Context: an optimization exercise on an open-source flow, tuned for small area. The choices shown serve that exercise and are no tape-out recipe.
Only simulation tests tie the RTL to the original design; equivalence was not proved.
No activity file was given, so power comes from the tool's default toggle rates.

==> flow/design.v (excerpt) <==
module Hq2x #(parameter LENGTH = 16, parameter HALF_DEPTH = 1, parameter DWIDTH = HALF_DEPTH ? 11 : 23)
(
	input             clk,
	input             ce_in,
	input  [DWIDTH:0] inputpixel,
	input             mono,
	input             disable_hq2x,
	input             reset_frame,
	input             reset_line,
	input             ce_out,
	input       [1:0] read_y,
	input             hblank,
	output [DWIDTH:0] outpixel
);
For scale: roughly 5700 cells after synthesis, ~2200 flip-flops, ~34 I/O pins, roughly 90000 um2 of cells after synthesis.
Settings: LEC_CHECK=0, CAP_MARGIN=20, CORE_MARGIN=2, CORE_UTILIZATION=65, CTS_BUF_LIST=sky130_fd_sc_hd__clkbuf_16, CTS_CLUSTER_DIAMETER=100, CTS_CLUSTER_SIZE=30, PLACE_DENSITY=0.75, SLEW_MARGIN=20; clock period 8.0 ns.
run.sh (not shown) runs the stock make flow with config.mk's settings and CLKGATE_MAP_FILE= SYNTH_SCRIPT=/design/flow/synth_recipe.tcl, a recipe that flattens the netlist after the stock synthesis.
The first run completed without violations.
Edit:
--- a/flow/design.v
+++ b/flow/design.v
@@ -379,32 +379,46 @@
 	v0 = ibuf0[(a == 4'd15) ? 4'd14 : a];
 	v1 = ibuf1[(a == 4'd15) ? 4'd14 : a];
 	rd_in = sel ? v1 : v0;
 end
 endfunction
 reg [47:0] obuf [0:2*LENGTH-3];
 reg  [4:0] read_x;
 reg  [4:0] wrout_addr;
-reg        wrout_en;
-reg [47:0] wrdata;
-reg [47:0] q;
+reg        wrout_en, wrout_en_d;
+reg [47:0] wrdata;           
+reg [11:0] blend_result_d;
+reg  [1:0] cyc_d;
+reg        ce_in_d;
+reg  [4:0] raddr;
 reg [23:0] outpixel_x2;
 assign outpixel = read_x[0] ? outpixel_x2[23:12] : outpixel_x2[11:0];
-wire [3:0] rpos = read_x[4:1];
-reg [47:0] q_nx;
+reg [47:0] q;
 integer qi;
 always @(*) begin
-	q_nx = 48'd0;
+	q = 48'd0;
 	for (qi = 0; qi < 2*LENGTH-2; qi = qi + 1)
-		if (rpos == qi[4:1] && read_y[1] == qi[0]) q_nx = q_nx | obuf[qi];
+		if (raddr == qi) q = q | obuf[qi];
 end
 always @(posedge clk) begin
-	q <= q_nx;
-	if (wrout_en && wrout_addr < 5'd30) obuf[wrout_addr] <= wrdata;
+	raddr <= {read_x[4:1], read_y[1]};
+	wrout_en_d <= wrout_en;
+	blend_result_d <= blend_result;
+	cyc_d <= cyc;
+	ce_in_d <= ce_in;
+	if (ce_in_d) begin
+		case(cyc_d)
+			0: wrdata[11:0]  <= blend_result_d;
+			1: wrdata[23:12] <= blend_result_d;
+			2: wrdata[47:36] <= blend_result_d;
+			3: wrdata[35:24] <= blend_result_d;
+		endcase
+	end
+	if (wrout_en_d && wrout_addr < 5'd30) obuf[wrout_addr] <= wrdata;
 	if(ce_out) begin
 		if(read_x[0]) outpixel_x2 <= read_y[0] ? q[47:24] : q[23:0];
 		if(~hblank & ~&read_x) read_x <= read_x + 1'd1;
 		if(hblank) read_x <= 0;
 	end
 end
 reg [3:0] offs;
 reg old_reset_line;
@@ -417,22 +431,16 @@
 always @(posedge clk) begin
 	wrout_en <= 0;
 	if(ce_in) begin
 		bl_rule <= disable_hq2x ? 4'd0 : hq_table(nextpatt_nx) >> 2;
 		btyp <= btyp0; bi1 <= Curr0; bi2 <= bi20; bi3 <= bi30;
 		bl2 <= blend_now;
 		bl3 <= bl2;
 		blend_result <= bl3;
-		case(cyc)
-			0: wrdata[11:0]  <= blend_result;
-			1: wrdata[23:12] <= blend_result;
-			2: wrdata[47:36] <= blend_result;
-			3: wrdata[35:24] <= blend_result;
-		endcase
 		wrdata_finished <= wrdata_finished << 1;
 		if(wrdata_finished[3]) begin
 			wrout_en <= 1;
 			wrout_addr <= waddr;
 		end
 		if(~&offs) begin
 			if (cyc == 1) begin
 				Prev2 <= rd_in(prevbuf, offs);
=> The new run finished with timing, DRC and antenna clean; routed wire length went down by 2.7%; utilization drops by 0.34 points; via count falls by 0.68%; sequential cell count went down by 27; setup slack gets worse by 0.27 ns; clock-buffer cell count falls by 2; combinational power is higher by 5.9%.

==> static timing again, ports no longer ideal <==
In the flow no input, the clock included, has a driving cell. The finished layouts below were timed again as built, in two steps.
Step 1 sets driving cells, clkbuf_16 on the clock port and buf_2 on the other inputs (assumed; they add their load-dependent delay and slew).
Step 2, shift: input delay + t, output delay - t, t = (earliest + latest rising clock arrival at the registers) / 2. This alone moves slack from input paths to output paths.
a / b / c = no drivers / after step 1 / after step 2; a / b = the first two.
run	t (ns)	setup slack, ns	worst slew at a driven data input, ns
the first run	0.806	1.238 / 1.238 / 1.238	0.06
the second run	0.820	0.970 / 0.970 / 0.970	0.08
After both steps setup and hold are still met in every run listed.
